This design comes from an exercise in tuning for small area on the open sky130 flow, not from production work.
Function was checked by simulation only, so behaviour that the tests miss may differ from the original.
Power is estimated from default activity; no workload was simulated.

==> 08-03: inputs <==
==> flow/design.v (excerpt) <==
module crosspoint
(
  input clk_,
  input dat,
  input clear,
  input [47:0] inp,
  output [47:0] outp
);
==> flow/config.mk <==
export PLATFORM = sky130hd
export DESIGN_NAME = crosspoint
export DESIGN_NICKNAME = crosspoint
export VERILOG_FILES = /design/flow/design.v
export SDC_FILE = /design/flow/constraint.sdc
export NUM_CORES = 8
export LEC_CHECK = 0
export ABC_AREA = 1
export CAP_MARGIN = 20
export CORE_MARGIN = 2
export CORE_UTILIZATION = 55
export PLACE_DENSITY = 0.65
export SLEW_MARGIN = 20
==> flow/constraint.sdc <==
create_clock -name core_clock -period 10.0 [get_ports {clk_}]
set_input_delay 2.0000 -clock core_clock [delete_from_list [all_inputs] [get_ports {clk_}]]
set_output_delay 2.0000 -clock core_clock [all_outputs]
set_load 0.01 [all_outputs]
standard.sh (not shown) runs the stock make flow with config.mk's settings and CLKGATE_MAP_FILE= SYNTH_SCRIPT=/design/flow/synth_recipe.tcl, a recipe that flattens the netlist after the stock synthesis.
==> flow/flow/run.sh <==
#!/bin/bash
# Layout with a hand-mapped netlist: run the standard synthesis (for its
# registers), replace its combinational logic by gen_netlist.py's, then run
# the standard ORFS steps from there.
set -euo pipefail
cd "$(dirname "$0")/.."
R=orfs/results/${FLOW_PLATFORM}/crosspoint/base
bash standard.sh synth > synth_standard.log 2>&1
cp -p $R/1_2_yosys.v $R/1_2_yosys.standard.v
python3 flow/gen_netlist.py $R/1_2_yosys.standard.v $R/1_2_yosys.hand.v > gen_netlist.log 2>&1
sleep 1
cp $R/1_2_yosys.hand.v $R/1_2_yosys.v
bash standard.sh finish > layout.log 2>&1
Other scripts of this flow, unchanged in this note and not shown: flow/flow/gen_netlist.py
==> 04-28 (differences from 08-03) <==
--- a/flow/flow/run.sh
+++ b/flow/flow/run.sh
@@ -11,3 +11,3 @@
 sleep 1
 cp $R/1_2_yosys.hand.v $R/1_2_yosys.v
-bash standard.sh finish > layout.log 2>&1
+bash standard.sh "CTS_ARGS=-sink_clustering_enable -repair_clock_nets -dont_use_dummy_load -buf_list {sky130_fd_sc_hd__clkbuf_4 sky130_fd_sc_hd__clkbuf_8} -root_buf sky130_fd_sc_hd__clkbuf_8 -sink_clustering_size 12 -sink_clustering_max_diameter 40" "BUFFER_PORTS_ARGS=-buffer_cell sky130_fd_sc_hd__buf_1" finish > layout.log 2>&1
==> run summary <==
- Of 04-28 and 08-03, 08-03 has the higher cell count (gap 0.89%, measured against 08-03).
- Utilization: 08-03 is higher than 04-28 (2.4 points).
- Between 08-03 and 04-28, the lower total power is in 04-28 (gap about 20%, measured against 04-28).
- Of 08-03 and 04-28, 08-03 has the higher maximum frequency (gap about 2.2%, measured against 04-28).
- In 08-03 the clock-buffer cell count is higher than in 04-28, by 36.
- Against 04-28, the cell area of 08-03 is higher by about 4%.
- In sequential cell count, 04-28 and 08-03 do not differ.
- Sequential power is about the same in 08-03 and 04-28.
- Die area is the same in 04-28 and 08-03.
==> figures <==
item                                                                                         04-28                       08-03
Met3 routed wirelength                                                                     61.7 mm                     62.2 mm
Sequential share of power                                                                    0.580                       0.488
Largest fanout on the critical path                                                             26                          20
Total chip power                                                                           16.3 mW                     19.4 mW
Non-Filler Instances                                                                         11100                       11200
Buffer count excluding the clock tree in the final layout                                      357                         347
Routed length on met2                                                                       160 mm                      164 mm
CTS buffer count                                                                               324                         233
Grt met2 use                                                                                 0.669                       0.683
Fraction of power consumed by combinational cells                                            0.032                       0.028
Signal buffers share of area                                                                0.0269                      0.0273
Depth of the critical timing path with buffers and inverters included                            7                           8
Slew @ Worst Pin                                                                           1.27 ns                     1.23 ns
Max IR drop VDD                                                                         0.000154 V                  0.000199 V
Clock slew at the register clock pins of the worst setup and hold paths                    0.05 ns                     0.06 ns
Power drawn by the combinational cells                                                    0.523 mW                    0.534 mW
Clock root buffer master                                                 sky130_fd_sc_hd__clkbuf_8  sky130_fd_sc_hd__clkbuf_16
Diode count                                                                                      7                           5
Run status                                                                timing/DRC/antenna clean    timing/DRC/antenna clean
Post-place instance area                                                                93300 um^2                  93500 um^2

## static timing again, ports no longer ideal
The flow's constraints put no driver on any port. The routed layouts listed below were extracted and timed again, unchanged, in two steps. Step 1 (the two cells are an assumption about what drives the block):
set clk [get_ports {clk_}]
set_driving_cell -lib_cell sky130_fd_sc_hd__clkbuf_16 $clk
set_driving_cell -lib_cell sky130_fd_sc_hd__buf_2 [delete_from_list [all_inputs] $clk]
Step 2 adds t to the input delays and takes it off the output delays; t is the mean of the earliest and latest rising clock arrival at the registers after step 1. Input paths then give back, and output paths get back, about the clock's delay inside the block. a / b / c = ideal / step 1 / step 2; a / b = the first two.
run	t, ns	slack for setup (ns)	worst slew at a driven data input, ns
08-03	0.980	2.767 / 2.740 / 2.740	0.08
04-28	1.120	2.610 / 2.586 / 2.586	0.17
After both steps setup and hold are still met in every run listed. For 08-03, which loses most, drivers alone change the setup slack by -0.027 ns; drivers and shift together by -0.027 ns.
